This design comes from an exercise in tuning for small area on the open sky130 flow, not from production work.
In this exercise RTL edits were held to simulation tests only and were not proved equivalent to the original.
Power figures rest on the tool's default switching activity, not on a simulated workload.

### design.v
module tx_test(en,clk,future_node,jreset,i_fault,p_block,b_drop,send_msg_fim,send_msg_bpm,send_msg_bdm,su,tx,reset);
input en;
input reset;
input send_msg_fim,send_msg_bpm,send_msg_bdm;
input clk;
input [1:0] su;
input [4:0] future_node;
input jreset;
input i_fault;
input p_block;
input b_drop;
integer count,j;
output reg tx;
reg fim;reg bpm;reg bdm;
reg[7:0] a;
parameter state1=2'b00;
parameter state2=2'b01;
parameter state3=2'b10;
parameter state4=2'b11;
reg [1:0] current_state, next_state;
always @(posedge clk) begin
if (reset) begin
count=0;
current_state=0;
next_state=0;
j=0;
fim=0; bpm=0; bdm=0;
a=0;
tx=1;
end else begin
	case (current_state) 
		state1:tx=1;
		state2:tx=0;
		state3:tx=a[count/434];
		state4:tx=1;
	endcase
if(jreset==1) j=0;
case (j)
0: begin
	case (future_node)
	2: begin
		if (send_msg_fim==1) begin a="F";fim=1; end
		else if (send_msg_bdm==1 && su==0) begin a="B";bdm=1; end
		else if (send_msg_bdm==1 && su==1) begin a="B";bdm=1; end
		else if (send_msg_bdm==1 && su==2) begin a="B";bdm=1; end
		else if (send_msg_bdm==1 && su==3) begin a="B";bdm=1; end
	end
	4: begin
		if (send_msg_fim==1) begin a="F";fim=1; end
		else if (send_msg_bdm==1 && su==0) begin a="B";bdm=1; end
		else if (send_msg_bdm==1 && su==1) begin a="B";bdm=1; end
		else if (send_msg_bdm==1 && su==2) begin a="B";bdm=1; end
		else if (send_msg_bdm==1 && su==3) begin a="B";bdm=1; end
	end
	6: begin
		if (send_msg_fim==1) begin a="F";fim=1; end
		else if (send_msg_bdm==1 && su==0) begin a="B";bdm=1; end
		else if (send_msg_bdm==1 && su==1) begin a="B";bdm=1; end
		else if (send_msg_bdm==1 && su==2) begin a="B";bdm=1; end
		else if (send_msg_bdm==1 && su==3) begin a="B";bdm=1; end
	end
	10: begin
		if (send_msg_bpm==1) begin a="B";bpm=1; end
	end
	11: begin
		if (send_msg_bpm==1) begin a="B";bpm=1; end
	end
	12: begin
		if (send_msg_fim==1) begin a="F";fim=1; end
		else if (send_msg_bdm==1 && su==0) begin a="B";bdm=1; end
		else if (send_msg_bdm==1 && su==1) begin a="B";bdm=1; end
		else if (send_msg_bdm==1 && su==2) begin a="B";bdm=1; end
		else if (send_msg_bdm==1 && su==3) begin a="B";bdm=1; end
	end
	15: begin
		if (send_msg_fim==1) begin a="F";fim=1; end
		else if (send_msg_bdm==1 && su==0) begin a="B";bdm=1; end
		else if (send_msg_bdm==1 && su==1) begin a="B";bdm=1; end
		else if (send_msg_bdm==1 && su==2) begin a="B";bdm=1; end
		else if (send_msg_bdm==1 && su==3) begin a="B";bdm=1; end
	end
	16: begin
		if (send_msg_fim==1) begin a="F";fim=1; end
		else if (send_msg_bdm==1 && su==0) begin a="B";bdm=1; end
		else if (send_msg_bdm==1 && su==1) begin a="B";bdm=1; end
		else if (send_msg_bdm==1 && su==2) begin a="B";bdm=1; end
		else if (send_msg_bdm==1 && su==3) begin a="B";bdm=1; end
	end
	18: begin
		if (send_msg_fim==1) begin a="F";fim=1; end
		else if (send_msg_bdm==1 && su==0) begin a="B";bdm=1; end
		else if (send_msg_bdm==1 && su==1) begin a="B";bdm=1; end
		else if (send_msg_bdm==1 && su==2) begin a="B";bdm=1; end
		else if (send_msg_bdm==1 && su==3) begin a="B";bdm=1; end
	end
	22: begin
		if (send_msg_bpm==1) begin a="B";bpm=1; end
	end
	23: begin
		if (send_msg_bpm==1) begin a="B";bpm=1; end
	end
	24: begin
		if (send_msg_fim==1) begin a="F";fim=1; end
		else if (send_msg_bdm==1 && su==0) begin a="B";bdm=1; end
		else if (send_msg_bdm==1 && su==1) begin a="B";bdm=1; end
		else if (send_msg_bdm==1 && su==2) begin a="B";bdm=1; end
		else if (send_msg_bdm==1 && su==3) begin a="B";bdm=1; end
	end
	27: begin
		if (send_msg_fim==1) begin a="F";fim=1; end
		else if (send_msg_bdm==1 && su==0) begin a="B";bdm=1; end
		else if (send_msg_bdm==1 && su==1) begin a="B";bdm=1; end
		else if (send_msg_bdm==1 && su==2) begin a="B";bdm=1; end
		else if (send_msg_bdm==1 && su==3) begin a="B";bdm=1; end
	end
	28: begin
		if (send_msg_fim==1) begin a="F";fim=1; end
		else if (send_msg_bdm==1 && su==0) begin a="B";bdm=1; end
		else if (send_msg_bdm==1 && su==1) begin a="B";bdm=1; end
		else if (send_msg_bdm==1 && su==2) begin a="B";bdm=1; end
		else if (send_msg_bdm==1 && su==3) begin a="B";bdm=1; end
	end
	default: ;
	endcase
end
1: begin
	case (future_node)
	2: begin
		if (fim==1) begin a="I"; end
		else if (bdm==1 && su==0) begin a="D"; end
		else if (bdm==1 && su==1) begin a="D"; end
		else if (bdm==1 && su==2) begin a="D"; end
		else if (bdm==1 && su==3) begin a="D"; end
	end
	4: begin
		if (fim==1) begin a="I"; end
		else if (bdm==1 && su==0) begin a="D"; end
		else if (bdm==1 && su==1) begin a="D"; end
		else if (bdm==1 && su==2) begin a="D"; end
		else if (bdm==1 && su==3) begin a="D"; end
	end
	6: begin
		if (fim==1) begin a="I"; end
		else if (bdm==1 && su==0) begin a="D"; end
		else if (bdm==1 && su==1) begin a="D"; end
		else if (bdm==1 && su==2) begin a="D"; end
		else if (bdm==1 && su==3) begin a="D"; end
	end
	10: begin
		if (bpm==1) begin a="P"; end
	end
	11: begin
		if (bpm==1) begin a="P"; end
	end
	12: begin
		if (fim==1) begin a="I"; end
		else if (bdm==1 && su==0) begin a="D"; end
		else if (bdm==1 && su==1) begin a="D"; end
		else if (bdm==1 && su==2) begin a="D"; end
		else if (bdm==1 && su==3) begin a="D"; end
	end
	15: begin
		if (fim==1) begin a="I"; end
		else if (bdm==1 && su==0) begin a="D"; end
		else if (bdm==1 && su==1) begin a="D"; end
		else if (bdm==1 && su==2) begin a="D"; end
		else if (bdm==1 && su==3) begin a="D"; end
	end
	16: begin
		if (fim==1) begin a="I"; end
		else if (bdm==1 && su==0) begin a="D"; end
		else if (bdm==1 && su==1) begin a="D"; end
		else if (bdm==1 && su==2) begin a="D"; end
		else if (bdm==1 && su==3) begin a="D"; end
	end
	18: begin
		if (fim==1) begin a="I"; end
		else if (bdm==1 && su==0) begin a="D"; end
		else if (bdm==1 && su==1) begin a="D"; end
		else if (bdm==1 && su==2) begin a="D"; end
		else if (bdm==1 && su==3) begin a="D"; end
	end
	22: begin
		if (bpm==1) begin a="P"; end
	end
	23: begin
		if (bpm==1) begin a="P"; end
	end
	24: begin
		if (fim==1) begin a="I"; end
		else if (bdm==1 && su==0) begin a="D"; end
		else if (bdm==1 && su==1) begin a="D"; end
		else if (bdm==1 && su==2) begin a="D"; end
		else if (bdm==1 && su==3) begin a="D"; end
	end
	27: begin
		if (fim==1) begin a="I"; end
		else if (bdm==1 && su==0) begin a="D"; end
		else if (bdm==1 && su==1) begin a="D"; end
		else if (bdm==1 && su==2) begin a="D"; end
		else if (bdm==1 && su==3) begin a="D"; end
	end
	28: begin
		if (fim==1) begin a="I"; end
		else if (bdm==1 && su==0) begin a="D"; end
		else if (bdm==1 && su==1) begin a="D"; end
		else if (bdm==1 && su==2) begin a="D"; end
		else if (bdm==1 && su==3) begin a="D"; end
	end
	default: ;
	endcase
end
2: begin
	case (future_node)
	2: begin
		if (fim==1) begin a="M"; end
		else if (bdm==1 && su==0) begin a="M"; end
		else if (bdm==1 && su==1) begin a="M"; end
		else if (bdm==1 && su==2) begin a="M"; end
		else if (bdm==1 && su==3) begin a="M"; end
	end
	4: begin
		if (fim==1) begin a="M"; end
		else if (bdm==1 && su==0) begin a="M"; end
		else if (bdm==1 && su==1) begin a="M"; end
		else if (bdm==1 && su==2) begin a="M"; end
		else if (bdm==1 && su==3) begin a="M"; end
	end
	6: begin
		if (fim==1) begin a="M"; end
		else if (bdm==1 && su==0) begin a="M"; end
		else if (bdm==1 && su==1) begin a="M"; end
		else if (bdm==1 && su==2) begin a="M"; end
		else if (bdm==1 && su==3) begin a="M"; end
	end
	10: begin
		if (bpm==1) begin a="M"; end
	end
	11: begin
		if (bpm==1) begin a="M"; end
	end
	12: begin
		if (fim==1) begin a="M"; end
		else if (bdm==1 && su==0) begin a="M"; end
		else if (bdm==1 && su==1) begin a="M"; end
		else if (bdm==1 && su==2) begin a="M"; end
		else if (bdm==1 && su==3) begin a="M"; end
	end
	15: begin
		if (fim==1) begin a="M"; end
		else if (bdm==1 && su==0) begin a="M"; end
		else if (bdm==1 && su==1) begin a="M"; end
		else if (bdm==1 && su==2) begin a="M"; end
		else if (bdm==1 && su==3) begin a="M"; end
	end
	16: begin
		if (fim==1) begin a="M"; end
		else if (bdm==1 && su==0) begin a="M"; end
		else if (bdm==1 && su==1) begin a="M"; end
		else if (bdm==1 && su==2) begin a="M"; end
		else if (bdm==1 && su==3) begin a="M"; end
	end
	18: begin
		if (fim==1) begin a="M"; end
		else if (bdm==1 && su==0) begin a="M"; end
		else if (bdm==1 && su==1) begin a="M"; end
		else if (bdm==1 && su==2) begin a="M"; end
		else if (bdm==1 && su==3) begin a="M"; end
	end
	22: begin
		if (bpm==1) begin a="M"; end
	end
	23: begin
		if (bpm==1) begin a="M"; end
	end
	24: begin
		if (fim==1) begin a="M"; end
		else if (bdm==1 && su==0) begin a="M"; end
		else if (bdm==1 && su==1) begin a="M"; end
		else if (bdm==1 && su==2) begin a="M"; end
		else if (bdm==1 && su==3) begin a="M"; end
	end
	27: begin
		if (fim==1) begin a="M"; end
		else if (bdm==1 && su==0) begin a="M"; end
		else if (bdm==1 && su==1) begin a="M"; end
		else if (bdm==1 && su==2) begin a="M"; end
		else if (bdm==1 && su==3) begin a="M"; end
	end
	28: begin
		if (fim==1) begin a="M"; end
		else if (bdm==1 && su==0) begin a="M"; end
		else if (bdm==1 && su==1) begin a="M"; end
		else if (bdm==1 && su==2) begin a="M"; end
		else if (bdm==1 && su==3) begin a="M"; end
	end
	default: ;
	endcase
end
3: begin
	case (future_node)
	2: begin
		if (fim==1) begin a="-"; end
		else if (bdm==1 && su==0) begin a="-"; end
		else if (bdm==1 && su==1) begin a="-"; end
		else if (bdm==1 && su==2) begin a="-"; end
		else if (bdm==1 && su==3) begin a="-"; end
	end
	4: begin
		if (fim==1) begin a="-"; end
		else if (bdm==1 && su==0) begin a="-"; end
		else if (bdm==1 && su==1) begin a="-"; end
		else if (bdm==1 && su==2) begin a="-"; end
		else if (bdm==1 && su==3) begin a="-"; end
	end
	6: begin
		if (fim==1) begin a="-"; end
		else if (bdm==1 && su==0) begin a="-"; end
		else if (bdm==1 && su==1) begin a="-"; end
		else if (bdm==1 && su==2) begin a="-"; end
		else if (bdm==1 && su==3) begin a="-"; end
	end
	10: begin
		if (bpm==1) begin a="-"; end
	end
	11: begin
		if (bpm==1) begin a="-"; end
	end
	12: begin
		if (fim==1) begin a="-"; end
		else if (bdm==1 && su==0) begin a="-"; end
		else if (bdm==1 && su==1) begin a="-"; end
		else if (bdm==1 && su==2) begin a="-"; end
		else if (bdm==1 && su==3) begin a="-"; end
	end
	15: begin
		if (fim==1) begin a="-"; end
		else if (bdm==1 && su==0) begin a="-"; end
		else if (bdm==1 && su==1) begin a="-"; end
		else if (bdm==1 && su==2) begin a="-"; end
		else if (bdm==1 && su==3) begin a="-"; end
	end
	16: begin
		if (fim==1) begin a="-"; end
		else if (bdm==1 && su==0) begin a="-"; end
		else if (bdm==1 && su==1) begin a="-"; end
		else if (bdm==1 && su==2) begin a="-"; end
		else if (bdm==1 && su==3) begin a="-"; end
	end
	18: begin
		if (fim==1) begin a="-"; end
		else if (bdm==1 && su==0) begin a="-"; end
		else if (bdm==1 && su==1) begin a="-"; end
		else if (bdm==1 && su==2) begin a="-"; end
		else if (bdm==1 && su==3) begin a="-"; end
	end
	22: begin
		if (bpm==1) begin a="-"; end
	end
	23: begin
		if (bpm==1) begin a="-"; end
	end
	24: begin
		if (fim==1) begin a="-"; end
		else if (bdm==1 && su==0) begin a="-"; end
		else if (bdm==1 && su==1) begin a="-"; end
		else if (bdm==1 && su==2) begin a="-"; end
		else if (bdm==1 && su==3) begin a="-"; end
	end
	27: begin
		if (fim==1) begin a="-"; end
		else if (bdm==1 && su==0) begin a="-"; end
		else if (bdm==1 && su==1) begin a="-"; end
		else if (bdm==1 && su==2) begin a="-"; end
		else if (bdm==1 && su==3) begin a="-"; end
	end
	28: begin
		if (fim==1) begin a="-"; end
		else if (bdm==1 && su==0) begin a="-"; end
		else if (bdm==1 && su==1) begin a="-"; end
		else if (bdm==1 && su==2) begin a="-"; end
		else if (bdm==1 && su==3) begin a="-"; end
	end
	default: ;
	endcase
end
4: begin
	case (future_node)
	2: begin
		if (fim==1) begin a="C"; end
		else if (bdm==1 && su==0) begin a="C"; end
		else if (bdm==1 && su==1) begin a="C"; end
		else if (bdm==1 && su==2) begin a="C"; end
		else if (bdm==1 && su==3) begin a="C"; end
	end
	4: begin
		if (fim==1) begin a="C"; end
		else if (bdm==1 && su==0) begin a="C"; end
		else if (bdm==1 && su==1) begin a="C"; end
		else if (bdm==1 && su==2) begin a="C"; end
		else if (bdm==1 && su==3) begin a="C"; end
	end
	6: begin
		if (fim==1) begin a="C"; end
		else if (bdm==1 && su==0) begin a="C"; end
		else if (bdm==1 && su==1) begin a="C"; end
		else if (bdm==1 && su==2) begin a="C"; end
		else if (bdm==1 && su==3) begin a="C"; end
	end
	10: begin
		if (bpm==1) begin a="S"; end
	end
	11: begin
		if (bpm==1) begin a="S"; end
	end
	12: begin
		if (fim==1) begin a="R"; end
		else if (bdm==1 && su==0) begin a="R"; end
		else if (bdm==1 && su==1) begin a="R"; end
		else if (bdm==1 && su==2) begin a="R"; end
		else if (bdm==1 && su==3) begin a="R"; end
	end
	15: begin
		if (fim==1) begin a="R"; end
		else if (bdm==1 && su==0) begin a="R"; end
		else if (bdm==1 && su==1) begin a="R"; end
		else if (bdm==1 && su==2) begin a="R"; end
		else if (bdm==1 && su==3) begin a="R"; end
	end
	16: begin
		if (fim==1) begin a="R"; end
		else if (bdm==1 && su==0) begin a="R"; end
		else if (bdm==1 && su==1) begin a="R"; end
		else if (bdm==1 && su==2) begin a="R"; end
		else if (bdm==1 && su==3) begin a="R"; end
	end
	18: begin
		if (fim==1) begin a="R"; end
		else if (bdm==1 && su==0) begin a="R"; end
		else if (bdm==1 && su==1) begin a="R"; end
		else if (bdm==1 && su==2) begin a="R"; end
		else if (bdm==1 && su==3) begin a="R"; end
	end
	22: begin
		if (bpm==1) begin a="S"; end
	end
	23: begin
		if (bpm==1) begin a="S"; end
	end
	24: begin
		if (fim==1) begin a="E"; end
		else if (bdm==1 && su==0) begin a="E"; end
		else if (bdm==1 && su==1) begin a="E"; end
		else if (bdm==1 && su==2) begin a="E"; end
		else if (bdm==1 && su==3) begin a="E"; end
	end
	27: begin
		if (fim==1) begin a="E"; end
		else if (bdm==1 && su==0) begin a="E"; end
		else if (bdm==1 && su==1) begin a="E"; end
		else if (bdm==1 && su==2) begin a="E"; end
		else if (bdm==1 && su==3) begin a="E"; end
	end
	28: begin
		if (fim==1) begin a="E"; end
		else if (bdm==1 && su==0) begin a="E"; end
		else if (bdm==1 && su==1) begin a="E"; end
		else if (bdm==1 && su==2) begin a="E"; end
		else if (bdm==1 && su==3) begin a="E"; end
	end
	default: ;
	endcase
end
5: begin
	case (future_node)
	2: begin
		if (fim==1) begin a="S"; end
		else if (bdm==1 && su==0) begin a="S"; end
		else if (bdm==1 && su==1) begin a="S"; end
		else if (bdm==1 && su==2) begin a="S"; end
		else if (bdm==1 && su==3) begin a="S"; end
	end
	4: begin
		if (fim==1) begin a="S"; end
		else if (bdm==1 && su==0) begin a="S"; end
		else if (bdm==1 && su==1) begin a="S"; end
		else if (bdm==1 && su==2) begin a="S"; end
		else if (bdm==1 && su==3) begin a="S"; end
	end
	6: begin
		if (fim==1) begin a="S"; end
		else if (bdm==1 && su==0) begin a="S"; end
		else if (bdm==1 && su==1) begin a="S"; end
		else if (bdm==1 && su==2) begin a="S"; end
		else if (bdm==1 && su==3) begin a="S"; end
	end
	10: begin
		if (bpm==1) begin a="U"; end
	end
	11: begin
		if (bpm==1) begin a="U"; end
	end
	12: begin
		if (fim==1) begin a="S"; end
		else if (bdm==1 && su==0) begin a="S"; end
		else if (bdm==1 && su==1) begin a="S"; end
		else if (bdm==1 && su==2) begin a="S"; end
		else if (bdm==1 && su==3) begin a="S"; end
	end
	15: begin
		if (fim==1) begin a="S"; end
		else if (bdm==1 && su==0) begin a="S"; end
		else if (bdm==1 && su==1) begin a="S"; end
		else if (bdm==1 && su==2) begin a="S"; end
		else if (bdm==1 && su==3) begin a="S"; end
	end
	16: begin
		if (fim==1) begin a="S"; end
		else if (bdm==1 && su==0) begin a="S"; end
		else if (bdm==1 && su==1) begin a="S"; end
		else if (bdm==1 && su==2) begin a="S"; end
		else if (bdm==1 && su==3) begin a="S"; end
	end
	18: begin
		if (fim==1) begin a="S"; end
		else if (bdm==1 && su==0) begin a="S"; end
		else if (bdm==1 && su==1) begin a="S"; end
		else if (bdm==1 && su==2) begin a="S"; end
		else if (bdm==1 && su==3) begin a="S"; end
	end
	22: begin
		if (bpm==1) begin a="U"; end
	end
	23: begin
		if (bpm==1) begin a="U"; end
	end
	24: begin
		if (fim==1) begin a="S"; end
		else if (bdm==1 && su==0) begin a="S"; end
		else if (bdm==1 && su==1) begin a="S"; end
		else if (bdm==1 && su==2) begin a="S"; end
		else if (bdm==1 && su==3) begin a="S"; end
	end
	27: begin
		if (fim==1) begin a="S"; end
		else if (bdm==1 && su==0) begin a="S"; end
		else if (bdm==1 && su==1) begin a="S"; end
		else if (bdm==1 && su==2) begin a="S"; end
		else if (bdm==1 && su==3) begin a="S"; end
	end
	28: begin
		if (fim==1) begin a="S"; end
		else if (bdm==1 && su==0) begin a="S"; end
		else if (bdm==1 && su==1) begin a="S"; end
		else if (bdm==1 && su==2) begin a="S"; end
		else if (bdm==1 && su==3) begin a="S"; end
	end
	default: ;
	endcase
end
6: begin
	case (future_node)
	2: begin
		if (fim==1) begin a="U"; end
		else if (bdm==1 && su==0) begin a="U"; end
		else if (bdm==1 && su==1) begin a="U"; end
		else if (bdm==1 && su==2) begin a="U"; end
		else if (bdm==1 && su==3) begin a="U"; end
	end
	4: begin
		if (fim==1) begin a="U"; end
		else if (bdm==1 && su==0) begin a="U"; end
		else if (bdm==1 && su==1) begin a="U"; end
		else if (bdm==1 && su==2) begin a="U"; end
		else if (bdm==1 && su==3) begin a="U"; end
	end
	6: begin
		if (fim==1) begin a="U"; end
		else if (bdm==1 && su==0) begin a="U"; end
		else if (bdm==1 && su==1) begin a="U"; end
		else if (bdm==1 && su==2) begin a="U"; end
		else if (bdm==1 && su==3) begin a="U"; end
	end
	10: begin
		if (bpm==1) begin a="-"; end
	end
	11: begin
		if (bpm==1) begin a="-"; end
	end
	12: begin
		if (fim==1) begin a="U"; end
		else if (bdm==1 && su==0) begin a="U"; end
		else if (bdm==1 && su==1) begin a="U"; end
		else if (bdm==1 && su==2) begin a="U"; end
		else if (bdm==1 && su==3) begin a="U"; end
	end
	15: begin
		if (fim==1) begin a="U"; end
		else if (bdm==1 && su==0) begin a="U"; end
		else if (bdm==1 && su==1) begin a="U"; end
		else if (bdm==1 && su==2) begin a="U"; end
		else if (bdm==1 && su==3) begin a="U"; end
	end
	16: begin
		if (fim==1) begin a="U"; end
		else if (bdm==1 && su==0) begin a="U"; end
		else if (bdm==1 && su==1) begin a="U"; end
		else if (bdm==1 && su==2) begin a="U"; end
		else if (bdm==1 && su==3) begin a="U"; end
	end
	18: begin
		if (fim==1) begin a="U"; end
		else if (bdm==1 && su==0) begin a="U"; end
		else if (bdm==1 && su==1) begin a="U"; end
		else if (bdm==1 && su==2) begin a="U"; end
		else if (bdm==1 && su==3) begin a="U"; end
	end
	22: begin
		if (bpm==1) begin a="-"; end
	end
	23: begin
		if (bpm==1) begin a="-"; end
	end
	24: begin
		if (fim==1) begin a="U"; end
		else if (bdm==1 && su==0) begin a="U"; end
		else if (bdm==1 && su==1) begin a="U"; end
		else if (bdm==1 && su==2) begin a="U"; end
		else if (bdm==1 && su==3) begin a="U"; end
	end
	27: begin
		if (fim==1) begin a="U"; end
		else if (bdm==1 && su==0) begin a="U"; end
		else if (bdm==1 && su==1) begin a="U"; end
		else if (bdm==1 && su==2) begin a="U"; end
		else if (bdm==1 && su==3) begin a="U"; end
	end
	28: begin
		if (fim==1) begin a="U"; end
		else if (bdm==1 && su==0) begin a="U"; end
		else if (bdm==1 && su==1) begin a="U"; end
		else if (bdm==1 && su==2) begin a="U"; end
		else if (bdm==1 && su==3) begin a="U"; end
	end
	default: ;
	endcase
end
7: begin
	case (future_node)
	2: begin
		if (fim==1) begin a="1"; end
		else if (bdm==1 && su==0) begin a="1"; end
		else if (bdm==1 && su==1) begin a="1"; end
		else if (bdm==1 && su==2) begin a="1"; end
		else if (bdm==1 && su==3) begin a="1"; end
	end
	4: begin
		if (fim==1) begin a="2"; end
		else if (bdm==1 && su==0) begin a="2"; end
		else if (bdm==1 && su==1) begin a="2"; end
		else if (bdm==1 && su==2) begin a="2"; end
		else if (bdm==1 && su==3) begin a="2"; end
	end
	6: begin
		if (fim==1) begin a="3"; end
		else if (bdm==1 && su==0) begin a="3"; end
		else if (bdm==1 && su==1) begin a="3"; end
		else if (bdm==1 && su==2) begin a="3"; end
		else if (bdm==1 && su==3) begin a="3"; end
	end
	10: begin
		if (bpm==1) begin a="B"; end
	end
	11: begin
		if (bpm==1) begin a="B"; end
	end
	12: begin
		if (fim==1) begin a="4"; end
		else if (bdm==1 && su==0) begin a="4"; end
		else if (bdm==1 && su==1) begin a="4"; end
		else if (bdm==1 && su==2) begin a="4"; end
		else if (bdm==1 && su==3) begin a="4"; end
	end
	15: begin
		if (fim==1) begin a="3"; end
		else if (bdm==1 && su==0) begin a="3"; end
		else if (bdm==1 && su==1) begin a="3"; end
		else if (bdm==1 && su==2) begin a="3"; end
		else if (bdm==1 && su==3) begin a="3"; end
	end
	16: begin
		if (fim==1) begin a="2"; end
		else if (bdm==1 && su==0) begin a="2"; end
		else if (bdm==1 && su==1) begin a="2"; end
		else if (bdm==1 && su==2) begin a="2"; end
		else if (bdm==1 && su==3) begin a="2"; end
	end
	18: begin
		if (fim==1) begin a="1"; end
		else if (bdm==1 && su==0) begin a="1"; end
		else if (bdm==1 && su==1) begin a="1"; end
		else if (bdm==1 && su==2) begin a="1"; end
		else if (bdm==1 && su==3) begin a="1"; end
	end
	22: begin
		if (bpm==1) begin a="B"; end
	end
	23: begin
		if (bpm==1) begin a="B"; end
	end
	24: begin
		if (fim==1) begin a="3"; end
		else if (bdm==1 && su==0) begin a="3"; end
		else if (bdm==1 && su==1) begin a="3"; end
		else if (bdm==1 && su==2) begin a="3"; end
		else if (bdm==1 && su==3) begin a="3"; end
	end
	27: begin
		if (fim==1) begin a="2"; end
		else if (bdm==1 && su==0) begin a="2"; end
		else if (bdm==1 && su==1) begin a="2"; end
		else if (bdm==1 && su==2) begin a="2"; end
		else if (bdm==1 && su==3) begin a="2"; end
	end
	28: begin
		if (fim==1) begin a="1"; end
		else if (bdm==1 && su==0) begin a="1"; end
		else if (bdm==1 && su==1) begin a="1"; end
		else if (bdm==1 && su==2) begin a="1"; end
		else if (bdm==1 && su==3) begin a="1"; end
	end
	default: ;
	endcase
end
8: begin
	case (future_node)
	2: begin
		if (fim==1) begin a="-"; end
		else if (bdm==1 && su==0) begin a="-"; end
		else if (bdm==1 && su==1) begin a="-"; end
		else if (bdm==1 && su==2) begin a="-"; end
		else if (bdm==1 && su==3) begin a="-"; end
	end
	4: begin
		if (fim==1) begin a="-"; end
		else if (bdm==1 && su==0) begin a="-"; end
		else if (bdm==1 && su==1) begin a="-"; end
		else if (bdm==1 && su==2) begin a="-"; end
		else if (bdm==1 && su==3) begin a="-"; end
	end
	6: begin
		if (fim==1) begin a="-"; end
		else if (bdm==1 && su==0) begin a="-"; end
		else if (bdm==1 && su==1) begin a="-"; end
		else if (bdm==1 && su==2) begin a="-"; end
		else if (bdm==1 && su==3) begin a="-"; end
	end
	10: begin
		if (bpm==1) begin a="2"; end
	end
	11: begin
		if (bpm==1) begin a="4"; end
	end
	12: begin
		if (fim==1) begin a="-"; end
		else if (bdm==1 && su==0) begin a="-"; end
		else if (bdm==1 && su==1) begin a="-"; end
		else if (bdm==1 && su==2) begin a="-"; end
		else if (bdm==1 && su==3) begin a="-"; end
	end
	15: begin
		if (fim==1) begin a="-"; end
		else if (bdm==1 && su==0) begin a="-"; end
		else if (bdm==1 && su==1) begin a="-"; end
		else if (bdm==1 && su==2) begin a="-"; end
		else if (bdm==1 && su==3) begin a="-"; end
	end
	16: begin
		if (fim==1) begin a="-"; end
		else if (bdm==1 && su==0) begin a="-"; end
		else if (bdm==1 && su==1) begin a="-"; end
		else if (bdm==1 && su==2) begin a="-"; end
		else if (bdm==1 && su==3) begin a="-"; end
	end
	18: begin
		if (fim==1) begin a="-"; end
		else if (bdm==1 && su==0) begin a="-"; end
		else if (bdm==1 && su==1) begin a="-"; end
		else if (bdm==1 && su==2) begin a="-"; end
		else if (bdm==1 && su==3) begin a="-"; end
	end
	22: begin
		if (bpm==1) begin a="1"; end
	end
	23: begin
		if (bpm==1) begin a="3"; end
	end
	24: begin
		if (fim==1) begin a="-"; end
		else if (bdm==1 && su==0) begin a="-"; end
		else if (bdm==1 && su==1) begin a="-"; end
		else if (bdm==1 && su==2) begin a="-"; end
		else if (bdm==1 && su==3) begin a="-"; end
	end
	27: begin
		if (fim==1) begin a="-"; end
		else if (bdm==1 && su==0) begin a="-"; end
		else if (bdm==1 && su==1) begin a="-"; end
		else if (bdm==1 && su==2) begin a="-"; end
		else if (bdm==1 && su==3) begin a="-"; end
	end
	28: begin
		if (fim==1) begin a="-"; end
		else if (bdm==1 && su==0) begin a="-"; end
		else if (bdm==1 && su==1) begin a="-"; end
		else if (bdm==1 && su==2) begin a="-"; end
		else if (bdm==1 && su==3) begin a="-"; end
	end
	default: ;
	endcase
end
9: begin
	case (future_node)
	2: begin
		if (fim==1) begin a="#"; end
		else if (bdm==1 && su==0) begin a="B"; end
		else if (bdm==1 && su==1) begin a="B"; end
		else if (bdm==1 && su==2) begin a="B"; end
		else if (bdm==1 && su==3) begin a="B"; end
	end
	4: begin
		if (fim==1) begin a="#"; end
		else if (bdm==1 && su==0) begin a="B"; end
		else if (bdm==1 && su==1) begin a="B"; end
		else if (bdm==1 && su==2) begin a="B"; end
		else if (bdm==1 && su==3) begin a="B"; end
	end
	6: begin
		if (fim==1) begin a="#"; end
		else if (bdm==1 && su==0) begin a="B"; end
		else if (bdm==1 && su==1) begin a="B"; end
		else if (bdm==1 && su==2) begin a="B"; end
		else if (bdm==1 && su==3) begin a="B"; end
	end
	10: begin
		if (bpm==1) begin a="-"; end
	end
	11: begin
		if (bpm==1) begin a="-"; end
	end
	12: begin
		if (fim==1) begin a="#"; end
		else if (bdm==1 && su==0) begin a="B"; end
		else if (bdm==1 && su==1) begin a="B"; end
		else if (bdm==1 && su==2) begin a="B"; end
		else if (bdm==1 && su==3) begin a="B"; end
	end
	15: begin
		if (fim==1) begin a="#"; end
		else if (bdm==1 && su==0) begin a="B"; end
		else if (bdm==1 && su==1) begin a="B"; end
		else if (bdm==1 && su==2) begin a="B"; end
		else if (bdm==1 && su==3) begin a="B"; end
	end
	16: begin
		if (fim==1) begin a="#"; end
		else if (bdm==1 && su==0) begin a="B"; end
		else if (bdm==1 && su==1) begin a="B"; end
		else if (bdm==1 && su==2) begin a="B"; end
		else if (bdm==1 && su==3) begin a="B"; end
	end
	18: begin
		if (fim==1) begin a="#"; end
		else if (bdm==1 && su==0) begin a="B"; end
		else if (bdm==1 && su==1) begin a="B"; end
		else if (bdm==1 && su==2) begin a="B"; end
		else if (bdm==1 && su==3) begin a="B"; end
	end
	22: begin
		if (bpm==1) begin a="-"; end
	end
	23: begin
		if (bpm==1) begin a="-"; end
	end
	24: begin
		if (fim==1) begin a="#"; end
		else if (bdm==1 && su==0) begin a="B"; end
		else if (bdm==1 && su==1) begin a="B"; end
		else if (bdm==1 && su==2) begin a="B"; end
		else if (bdm==1 && su==3) begin a="B"; end
	end
	27: begin
		if (fim==1) begin a="#"; end
		else if (bdm==1 && su==0) begin a="B"; end
		else if (bdm==1 && su==1) begin a="B"; end
		else if (bdm==1 && su==2) begin a="B"; end
		else if (bdm==1 && su==3) begin a="B"; end
	end
	28: begin
		if (fim==1) begin a="#"; end
		else if (bdm==1 && su==0) begin a="B"; end
		else if (bdm==1 && su==1) begin a="B"; end
		else if (bdm==1 && su==2) begin a="B"; end
		else if (bdm==1 && su==3) begin a="B"; end
	end
	default: ;
	endcase
end
10: begin
	case (future_node)
	2: begin
		if (fim==1) begin fim=0;bpm=0;bdm=0; end
		else if (bdm==1 && su==0) begin a="1"; end
		else if (bdm==1 && su==1) begin a="2"; end
		else if (bdm==1 && su==2) begin a="3"; end
		else if (bdm==1 && su==3) begin a="4"; end
	end
	4: begin
		if (fim==1) begin fim=0;bpm=0;bdm=0; end
		else if (bdm==1 && su==0) begin a="1"; end
		else if (bdm==1 && su==1) begin a="2"; end
		else if (bdm==1 && su==2) begin a="3"; end
		else if (bdm==1 && su==3) begin a="4"; end
	end
	6: begin
		if (fim==1) begin fim=0;bpm=0;bdm=0; end
		else if (bdm==1 && su==0) begin a="1"; end
		else if (bdm==1 && su==1) begin a="2"; end
		else if (bdm==1 && su==2) begin a="3"; end
		else if (bdm==1 && su==3) begin a="4"; end
	end
	10: begin
		if (bpm==1) begin a="#"; end
	end
	11: begin
		if (bpm==1) begin a="#"; end
	end
	12: begin
		if (fim==1) begin fim=0;bpm=0;bdm=0; end
		else if (bdm==1 && su==0) begin a="1"; end
		else if (bdm==1 && su==1) begin a="2"; end
		else if (bdm==1 && su==2) begin a="3"; end
		else if (bdm==1 && su==3) begin a="4"; end
	end
	15: begin
		if (fim==1) begin fim=0;bpm=0;bdm=0; end
		else if (bdm==1 && su==0) begin a="1"; end
		else if (bdm==1 && su==1) begin a="2"; end
		else if (bdm==1 && su==2) begin a="3"; end
		else if (bdm==1 && su==3) begin a="4"; end
	end
	16: begin
		if (fim==1) begin fim=0;bpm=0;bdm=0; end
		else if (bdm==1 && su==0) begin a="1"; end
		else if (bdm==1 && su==1) begin a="2"; end
		else if (bdm==1 && su==2) begin a="3"; end
		else if (bdm==1 && su==3) begin a="4"; end
	end
	18: begin
		if (fim==1) begin fim=0;bpm=0;bdm=0; end
		else if (bdm==1 && su==0) begin a="1"; end
		else if (bdm==1 && su==1) begin a="2"; end
		else if (bdm==1 && su==2) begin a="3"; end
		else if (bdm==1 && su==3) begin a="4"; end
	end
	22: begin
		if (bpm==1) begin a="#"; end
	end
	23: begin
		if (bpm==1) begin a="#"; end
	end
	24: begin
		if (fim==1) begin fim=0;bpm=0;bdm=0; end
		else if (bdm==1 && su==0) begin a="1"; end
		else if (bdm==1 && su==1) begin a="2"; end
		else if (bdm==1 && su==2) begin a="3"; end
		else if (bdm==1 && su==3) begin a="4"; end
	end
	27: begin
		if (fim==1) begin fim=0;bpm=0;bdm=0; end
		else if (bdm==1 && su==0) begin a="1"; end
		else if (bdm==1 && su==1) begin a="2"; end
		else if (bdm==1 && su==2) begin a="3"; end
		else if (bdm==1 && su==3) begin a="4"; end
	end
	28: begin
		if (fim==1) begin fim=0;bpm=0;bdm=0; end
		else if (bdm==1 && su==0) begin a="1"; end
		else if (bdm==1 && su==1) begin a="2"; end
		else if (bdm==1 && su==2) begin a="3"; end
		else if (bdm==1 && su==3) begin a="4"; end
	end
	default: ;
	endcase
end
11: begin
	case (future_node)
	2: begin
		if (bdm==1 && su==0) begin a="-"; end
		else if (bdm==1 && su==1) begin a="-"; end
		else if (bdm==1 && su==2) begin a="-"; end
		else if (bdm==1 && su==3) begin a="-"; end
	end
	4: begin
		if (bdm==1 && su==0) begin a="-"; end
		else if (bdm==1 && su==1) begin a="-"; end
		else if (bdm==1 && su==2) begin a="-"; end
		else if (bdm==1 && su==3) begin a="-"; end
	end
	6: begin
		if (bdm==1 && su==0) begin a="-"; end
		else if (bdm==1 && su==1) begin a="-"; end
		else if (bdm==1 && su==2) begin a="-"; end
		else if (bdm==1 && su==3) begin a="-"; end
	end
	10: begin
		if (bpm==1) begin fim=0;bpm=0;bdm=0; end
	end
	11: begin
		if (bpm==1) begin fim=0;bpm=0;bdm=0; end
	end
	12: begin
		if (bdm==1 && su==0) begin a="-"; end
		else if (bdm==1 && su==1) begin a="-"; end
		else if (bdm==1 && su==2) begin a="-"; end
		else if (bdm==1 && su==3) begin a="-"; end
	end
	15: begin
		if (bdm==1 && su==0) begin a="-"; end
		else if (bdm==1 && su==1) begin a="-"; end
		else if (bdm==1 && su==2) begin a="-"; end
		else if (bdm==1 && su==3) begin a="-"; end
	end
	16: begin
		if (bdm==1 && su==0) begin a="-"; end
		else if (bdm==1 && su==1) begin a="-"; end
		else if (bdm==1 && su==2) begin a="-"; end
		else if (bdm==1 && su==3) begin a="-"; end
	end
	18: begin
		if (bdm==1 && su==0) begin a="-"; end
		else if (bdm==1 && su==1) begin a="-"; end
		else if (bdm==1 && su==2) begin a="-"; end
		else if (bdm==1 && su==3) begin a="-"; end
	end
	22: begin
		if (bpm==1) begin fim=0;bpm=0;bdm=0; end
	end
	23: begin
		if (bpm==1) begin fim=0;bpm=0;bdm=0; end
	end
	24: begin
		if (bdm==1 && su==0) begin a="-"; end
		else if (bdm==1 && su==1) begin a="-"; end
		else if (bdm==1 && su==2) begin a="-"; end
		else if (bdm==1 && su==3) begin a="-"; end
	end
	27: begin
		if (bdm==1 && su==0) begin a="-"; end
		else if (bdm==1 && su==1) begin a="-"; end
		else if (bdm==1 && su==2) begin a="-"; end
		else if (bdm==1 && su==3) begin a="-"; end
	end
	28: begin
		if (bdm==1 && su==0) begin a="-"; end
		else if (bdm==1 && su==1) begin a="-"; end
		else if (bdm==1 && su==2) begin a="-"; end
		else if (bdm==1 && su==3) begin a="-"; end
	end
	default: ;
	endcase
end
12: begin
	case (future_node)
	2: begin
		if (bdm==1 && su==0) begin a="#"; end
		else if (bdm==1 && su==1) begin a="#"; end
		else if (bdm==1 && su==2) begin a="#"; end
		else if (bdm==1 && su==3) begin a="#"; end
	end
	4: begin
		if (bdm==1 && su==0) begin a="#"; end
		else if (bdm==1 && su==1) begin a="#"; end
		else if (bdm==1 && su==2) begin a="#"; end
		else if (bdm==1 && su==3) begin a="#"; end
	end
	6: begin
		if (bdm==1 && su==0) begin a="#"; end
		else if (bdm==1 && su==1) begin a="#"; end
		else if (bdm==1 && su==2) begin a="#"; end
		else if (bdm==1 && su==3) begin a="#"; end
	end
	12: begin
		if (bdm==1 && su==0) begin a="#"; end
		else if (bdm==1 && su==1) begin a="#"; end
		else if (bdm==1 && su==2) begin a="#"; end
		else if (bdm==1 && su==3) begin a="#"; end
	end
	15: begin
		if (bdm==1 && su==0) begin a="#"; end
		else if (bdm==1 && su==1) begin a="#"; end
		else if (bdm==1 && su==2) begin a="#"; end
		else if (bdm==1 && su==3) begin a="#"; end
	end
	16: begin
		if (bdm==1 && su==0) begin a="#"; end
		else if (bdm==1 && su==1) begin a="#"; end
		else if (bdm==1 && su==2) begin a="#"; end
		else if (bdm==1 && su==3) begin a="#"; end
	end
	18: begin
		if (bdm==1 && su==0) begin a="#"; end
		else if (bdm==1 && su==1) begin a="#"; end
		else if (bdm==1 && su==2) begin a="#"; end
		else if (bdm==1 && su==3) begin a="#"; end
	end
	24: begin
		if (bdm==1 && su==0) begin a="#"; end
		else if (bdm==1 && su==1) begin a="#"; end
		else if (bdm==1 && su==2) begin a="#"; end
		else if (bdm==1 && su==3) begin a="#"; end
	end
	27: begin
		if (bdm==1 && su==0) begin a="#"; end
		else if (bdm==1 && su==1) begin a="#"; end
		else if (bdm==1 && su==2) begin a="#"; end
		else if (bdm==1 && su==3) begin a="#"; end
	end
	28: begin
		if (bdm==1 && su==0) begin a="#"; end
		else if (bdm==1 && su==1) begin a="#"; end
		else if (bdm==1 && su==2) begin a="#"; end
		else if (bdm==1 && su==3) begin a="#"; end
	end
	default: ;
	endcase
end
13: begin
	case (future_node)
	2: begin
		if (bdm==1 && su==0) begin fim=0;bpm=0;bdm=0; end
		else if (bdm==1 && su==1) begin fim=0;bpm=0;bdm=0; end
		else if (bdm==1 && su==2) begin fim=0;bpm=0;bdm=0; end
		else if (bdm==1 && su==3) begin fim=0;bpm=0;bdm=0; end
	end
	4: begin
		if (bdm==1 && su==0) begin fim=0;bpm=0;bdm=0; end
		else if (bdm==1 && su==1) begin fim=0;bpm=0;bdm=0; end
		else if (bdm==1 && su==2) begin fim=0;bpm=0;bdm=0; end
		else if (bdm==1 && su==3) begin fim=0;bpm=0;bdm=0; end
	end
	6: begin
		if (bdm==1 && su==0) begin fim=0;bpm=0;bdm=0; end
		else if (bdm==1 && su==1) begin fim=0;bpm=0;bdm=0; end
		else if (bdm==1 && su==2) begin fim=0;bpm=0;bdm=0; end
		else if (bdm==1 && su==3) begin fim=0;bpm=0;bdm=0; end
	end
	12: begin
		if (bdm==1 && su==0) begin fim=0;bpm=0;bdm=0; end
		else if (bdm==1 && su==1) begin fim=0;bpm=0;bdm=0; end
		else if (bdm==1 && su==2) begin fim=0;bpm=0;bdm=0; end
		else if (bdm==1 && su==3) begin fim=0;bpm=0;bdm=0; end
	end
	15: begin
		if (bdm==1 && su==0) begin fim=0;bpm=0;bdm=0; end
		else if (bdm==1 && su==1) begin fim=0;bpm=0;bdm=0; end
		else if (bdm==1 && su==2) begin fim=0;bpm=0;bdm=0; end
		else if (bdm==1 && su==3) begin fim=0;bpm=0;bdm=0; end
	end
	16: begin
		if (bdm==1 && su==0) begin fim=0;bpm=0;bdm=0; end
		else if (bdm==1 && su==1) begin fim=0;bpm=0;bdm=0; end
		else if (bdm==1 && su==2) begin fim=0;bpm=0;bdm=0; end
		else if (bdm==1 && su==3) begin fim=0;bpm=0;bdm=0; end
	end
	18: begin
		if (bdm==1 && su==0) begin fim=0;bpm=0;bdm=0; end
		else if (bdm==1 && su==1) begin fim=0;bpm=0;bdm=0; end
		else if (bdm==1 && su==2) begin fim=0;bpm=0;bdm=0; end
		else if (bdm==1 && su==3) begin fim=0;bpm=0;bdm=0; end
	end
	24: begin
		if (bdm==1 && su==0) begin fim=0;bpm=0;bdm=0; end
		else if (bdm==1 && su==1) begin fim=0;bpm=0;bdm=0; end
		else if (bdm==1 && su==2) begin fim=0;bpm=0;bdm=0; end
		else if (bdm==1 && su==3) begin fim=0;bpm=0;bdm=0; end
	end
	27: begin
		if (bdm==1 && su==0) begin fim=0;bpm=0;bdm=0; end
		else if (bdm==1 && su==1) begin fim=0;bpm=0;bdm=0; end
		else if (bdm==1 && su==2) begin fim=0;bpm=0;bdm=0; end
		else if (bdm==1 && su==3) begin fim=0;bpm=0;bdm=0; end
	end
	28: begin
		if (bdm==1 && su==0) begin fim=0;bpm=0;bdm=0; end
		else if (bdm==1 && su==1) begin fim=0;bpm=0;bdm=0; end
		else if (bdm==1 && su==2) begin fim=0;bpm=0;bdm=0; end
		else if (bdm==1 && su==3) begin fim=0;bpm=0;bdm=0; end
	end
	default: ;
	endcase
end
default: ;
endcase
		case (current_state)
		state1:begin
			if (fim==1||bpm==1||bdm==1)begin  next_state=state2;
					count=0;
				end
			else next_state=state1;
			end
		state2:begin
			count=count+1;
			if (count==434) begin next_state=state3;count=0; end
			else next_state=state2;
			end
		state3:begin
			count=count+1;
			if (count==3472) begin next_state=state4;count=0; end
			else next_state=state3;
			end
		state4:begin
			count=count+1;
			if (count==434) begin next_state=state1;count=0; j=j+1;  end
			else next_state=state4;
			end
		endcase
	current_state=next_state;
end
end
endmodule
### run.sh
#!/bin/bash
# synth_recipe.tcl (not shown) runs the flow's synth.tcl, then flattens the netlist and writes it again
# the make line also repeats each setting of config.mk as NAME=value (left out here)
make -C /OpenROAD-flow-scripts/flow DESIGN_CONFIG=/design/flow/config.mk WORK_HOME=/design/flow/orfs CLKGATE_MAP_FILE= SYNTH_SCRIPT=/design/flow/synth_recipe.tcl finish
### config.mk
export PLATFORM = sky130hd
export DESIGN_NAME = tx_test
export DESIGN_NICKNAME = tx_test
export VERILOG_FILES = /design/flow/design.v
export SDC_FILE = /design/flow/constraint.sdc
export NUM_CORES = 4
export LEC_CHECK = 0
export CAP_MARGIN = 35
export CORE_MARGIN = 2
export CORE_UTILIZATION = 35
export PLACE_DENSITY = 0.55
export SLEW_MARGIN = 35
### constraint.sdc
create_clock -name core_clock -period 25.0 [get_ports {clk}]
set_input_delay 5.0000 -clock core_clock [delete_from_list [all_inputs] [get_ports {clk}]]
set_output_delay 5.0000 -clock core_clock [all_outputs]
set_load 0.01 [all_outputs]
==> impl_table.tex <==
\begin{tabular}{lr}
\hline
Metric & Value \\
\hline
\multicolumn{2}{l}{\textbf{Outcome}} \\
\quad Status & finished clean \\
\multicolumn{2}{l}{\textbf{Layout}} \\
\quad Non-filler instance count after layout & 2802 \\
\quad Fraction of final layout cells with drive strength greater than 1 & 11.3\% \\
\quad Antenna Cells & 0 \\
\quad Sequential standard cell area & 1560 um\^{}2 \\
\quad Core Util, Final & 36.8\% \\
\quad Area overhead of the layout relative to synthesis & 4.02\% \\
\quad Net count reported at finish & 2223 \\
\quad Count of filler cells inserted in the layout & 4832 \\
\quad Final Instance Area & 17100 um\^{}2 \\
\quad Total area of multi-input combinational cells & 14000 um\^{}2 \\
\multicolumn{2}{l}{\textbf{Yosys}} \\
\quad Sequential fraction of the synthesis area & 9.53\% \\
\quad Count of yosys warnings during synthesis & 1 \\
\quad Post-Synthesis Net Count & 2313 \\
\quad Number of flops mapped to enable cells by yosys & 0 \\
\quad Fraction of registers with async set or reset after synthesis & 0\% \\
\quad Post-synthesis cell count & 2280 \\
\quad Most used flip-flop cell after synthesis & dfxtp\_1 \\
\quad Cell variety after synth & 167 \\
\quad Number of register bits inferred by synthesis & 78 \\
\quad Synthesized area per cell & 7.19 um\^{}2 \\
\quad Post-synthesis instance area & 16400 um\^{}2 \\
\multicolumn{2}{l}{\textbf{GRT}} \\
\quad Global route hottest layer & met2 \\
\quad First-pass GRT wire length & 79600 um \\
\quad Vias in the first global route & 15800 \\
\quad Overall routing resource usage & 19.2\% \\
\quad Largest net degree at the start of global routing & 61 \\
\quad Initial antenna violation count & 0 \\
\quad Global routing met1 resource utilization & 28.2\% \\
\quad GRT met3 Usage & 1.62\% \\
\quad Congestion Overflow GR & 0 \\
\quad Met2 usage in global routing & 30.8\% \\
\multicolumn{2}{l}{\textbf{Worst setup path}} \\
\quad Critical Path Sink Type & flip-flop \\
\quad Setup crit start & count[0] \\
\quad Slowest cell on the critical path & a2111oi\_0 \\
\quad Critical Path Max Stage Delay & 0.64 ns \\
\quad Largest fanout on the critical path & 24 \\
\quad Crit start category & flip-flop \\
\quad Endpoint required time on the critical path & 25.24 ns \\
\quad CP arrival & 23.47 ns \\
\quad Crit path kind & flip-flop to flip-flop \\
\quad Launch point of the worst reg-to-reg path & count[0] \\
\multicolumn{2}{l}{\textbf{Power and ir drop}} \\
\quad Switching power & 0.100 mW \\
\quad Combinational fraction of design power & 13.9\% \\
\quad VDD IR-drop max & 0.0369 mV \\
\quad Internal power component & 0.211 mW \\
\quad PnR Total Power & 0.311 mW \\
\quad Clock power frac & 44.7\% \\
\quad Sw frac & 32.3\% \\
\quad Leak Pwr & 5.89 nW \\
\quad Share of total power in sequential cells & 41.4\% \\
\quad Total power divided by cell area & 18.2 nW/um\^{}2 \\
\multicolumn{2}{l}{\textbf{Placed design}} \\
\quad DP HPWL & 35700 um \\
\quad Worst setup timing slack at the placement stage & 1.69 ns \\
\quad Number of I/O port buffers & 13 \\
\quad Total cell area at the placement stage & 16600 um\^{}2 \\
\quad Final weighted congestion in routability-driven placement & 0.881 \\
\quad Cells after DPL & 2785 \\
\multicolumn{2}{l}{\textbf{Floorplanning}} \\
\quad Number of placement rows & 79 \\
\quad Number of ports placed on the die boundary & 18 \\
\quad Die width & 220 um \\
\quad CORE AREA & 46400 um\^{}2 \\
\quad Die height & 220 um \\
\quad Initial core utilization & 35.4\% \\
\quad Area of the die & 48600 um\^{}2 \\
\multicolumn{2}{l}{\textbf{Drt}} \\
\quad Number of design-rule violations left by the first detailed-router iteration & 1571 \\
\quad Post-detailed-route count of antenna-violating nets & 0 \\
\quad WL final & 48300 um \\
\quad Average routed wire per standard cell & 17.3 um \\
\quad Detailed-router iteration count before antenna repair & 7 \\
\quad Routed vias & 17400 \\
\quad Via density per instance & 6.20 \\
\quad DRC violation count after routing & 0 \\
\multicolumn{2}{l}{\textbf{Timing}} \\
\quad Final number of hold-violating endpoints & 0 \\
\quad FMAX & 43.0 MHz \\
\quad Worst Tran Pin Value & 0.968 ns \\
\quad Worst slew margin relative to its limit & 35.2\% \\
\quad Final Slew Violations & 0 \\
\quad Hold\_ws & 0.452 ns \\
\quad Worst setup slack after layout & 1.77 ns \\
\quad Total negative setup slack & 0 ns \\
\quad Final critical-path required period & 23.23 ns \\
\quad Final Setup Violations & 0 \\
\quad Fraction of the cycle the final worst path needs & 92.9\% \\
\quad Clock Skew & 0.0144 ns \\
\quad Setup repair after global routing missed its margin & no \\
\multicolumn{2}{l}{\textbf{CTS}} \\
\quad Buffers from clock root to sink, at most & 2 \\
\quad CTS Hold Bufs & 0 \\
\quad Number of cells upsized or downsized after cts & 0 \\
\quad CTS Buf Count & 9 \\
\quad Setup bufs post-CTS & 0 \\
\quad TritonCTS clock tree & done \\
\quad Clock sink count & 78 \\
\quad CTS H-tree lvls & 3 \\
\quad Clock latency on the worst-skew pair & 0.36 ns \\
\quad CTS clk-pin slew, worst paths & 0.07 ns \\
\quad Clock root buffer & clkbuf\_16 \\
\multicolumn{2}{l}{\textbf{Flow run}} \\
\quad Max-cap violations & 0 \\
\multicolumn{2}{l}{\textbf{Min path}} \\
\quad Worst hold path type & flip-flop to flip-flop \\
\quad Min-delay src & a[7] \\
\hline
\end{tabular}
==> synthesized netlist by cell type, drive strengths merged, types with 17 or more instances <==
master / n / area share [%]
o31ai: 41 / 2.4
o21ai: 175 / 5.8
nand3b: 18 / 0.82
xor2: 52 / 3.0
dfxtp: 78 / 9.5
and3: 50 / 2.0
o22ai: 21 / 0.84
nor4: 28 / 1.5
nand4: 33 / 1.5
a31o: 17 / 0.91
a21o: 27 / 1.3
nand2: 211 / 4.9
a211oi: 35 / 1.8
clkbuf: 58 / 1.5
o211ai: 29 / 1.5
a22oi: 18 / 0.91
or3: 40 / 1.6
nand2b: 22 / 0.85
nor2: 228 / 5.3
or2: 21 / 0.80
nand3: 81 / 2.6
and2: 44 / 1.7
a21oi: 183 / 5.9
a31oi: 56 / 2.3
nor2b: 21 / 0.80
or4: 18 / 0.85
xnor2: 111 / 6.5
nor3: 84 / 2.9
maj3: 20 / 1.3
mux2i: 38 / 2.5
buf: 70 / 3.0
inv: 31 / 0.71
==> per-layer routing <==
metal / wire (um) / up-vias
met4: 427 / 0
met1: 24500 / 8311
met3: 1890 / 44
met5: 0 / -
met2: 21600 / 417
li1: - / 8589
==> power groups by stage <==
stage / sequential, mW / clock, mW / combinational [mW]
2_1_floorplan: 0.130 / 0 / 0.0302
5_1_grt: 0.129 / 0.147 / 0.0471
3_5_place_dp: 0.132 / 0 / 0.0423
4_1_cts: 0.129 / 0.142 / 0.0425
3_3_place_gp: 0.132 / 0 / 0.0421
6_report: 0.129 / 0.139 / 0.0431
==> worst paths after layout <==
| check | endpoint | slack [ns] | cells after the start |
|---|---|---|---|
| max | tx | 1.77 | 74 |
| min reg2reg | a[7] | 0.45 | 2 |
| max reg2reg | tx | 1.77 | 74 |
| min | a[7] | 0.45 | 2 |
==> cell type report <==
type                       instances  area share (%)
multi-input combinational       2035            82.3
sequential                        78            9.16
tap                              607            4.45
timing repair buffer              30            1.48
clock buffer                       9            1.32
inverter                          36           0.873
clock inverter                     7           0.448
==> cell usage in the layout, fill, tap and decap left out, drive strengths merged, types with 13 or more instances in the layout <==
master / Yosys / layout
ha: 16 / 16
nand3: 81 / 81
nor2b: 21 / 21
maj3: 20 / 20
dfxtp: 78 / 78
o311ai: 13 / 13
and2: 44 / 44
a31o: 17 / 17
nor2: 228 / 228
o22ai: 21 / 21
o31ai: 41 / 41
o21a: 15 / 15
o2111ai: 14 / 14
nand2b: 22 / 22
nand3b: 18 / 18
or2: 21 / 21
o221ai: 14 / 14
o41ai: 14 / 14
buf: 70 / 18
nor4: 28 / 28
o211ai: 29 / 29
or4: 18 / 18
mux2: 16 / 16
a21o: 27 / 27
or3: 40 / 40
mux2i: 38 / 38
xor2: 52 / 52
a21oi: 183 / 183
nand4: 33 / 33
and3: 50 / 50
a211oi: 35 / 35
a31oi: 56 / 56
inv: 31 / 35
nor3: 84 / 84
xnor2: 111 / 111
o21ai: 175 / 176
a22oi: 18 / 18
nand2: 211 / 211
==> registers in the layout, summed over array words and instances (netlist names) <==
register,count
a,8
bdm,1
bpm,1
count,32
current_state,2
fim,1
j,32
tx,1
==> worst max-delay path: cells and delay by family, from the launching register on <==
family / cells / cell delay (ns)
simple gates: 19 / 5.61
fa+ha+maj: 3 / 0.80
xor+xnor: 5 / 1.87
compound gates: 39 / 11.82
buf+inv: 2 / 0.24
flops: 1 / 0.43
mux: 6 / 2.22
==> kinds of logic (layout without fill, tap and decap cells) <==
| kind of cell | Yosys count | after routing | synth area share, % |
|---|---|---|---|
| AND/OR/NAND/NOR | 935 | 935 | 30.1 |
| AO/OA/AOI/OAI | 843 | 844 | 38.8 |
| buffers and inverters | 168 | 82 | 5.63 |
| XOR/XNOR | 165 | 165 | 9.69 |
| flip-flops | 78 | 78 | 9.53 |
| multiplexers | 55 | 55 | 3.76 |
| adder cells (fa/ha/maj) | 36 | 36 | 2.48 |

## what the ideal ports hide
The results above use ideal ports. As a check the final layout listed here was re-extracted and re-timed, cells and wires unchanged. Step 1 sets driving cells, clkbuf_16 on the clock port and buf_2 on the other inputs (assumed; they add their load-dependent delay and slew). Step 2 adds t to the input delays and takes it off the output delays; t is the mean of the earliest and latest rising clock arrival at the registers after step 1. Input paths then give back, and output paths get back, about the clock's delay inside the block. Three values: no drivers, after step 1, after step 2; two values: the first two.
t (ns): 0.408
slack for setup (ns): 1.767 / 1.767 / 1.767
worst hold slack (ns): 0.452 / 0.452 / 0.452
clock arrival spread, ns: 0.014 / 0.014
worst register clock-pin slew, ns: 0.08 / 0.08
After both steps setup and hold are still met in this run. The setup slack of this run moves by 0.000 ns with the drivers and by 0.000 ns with both steps.
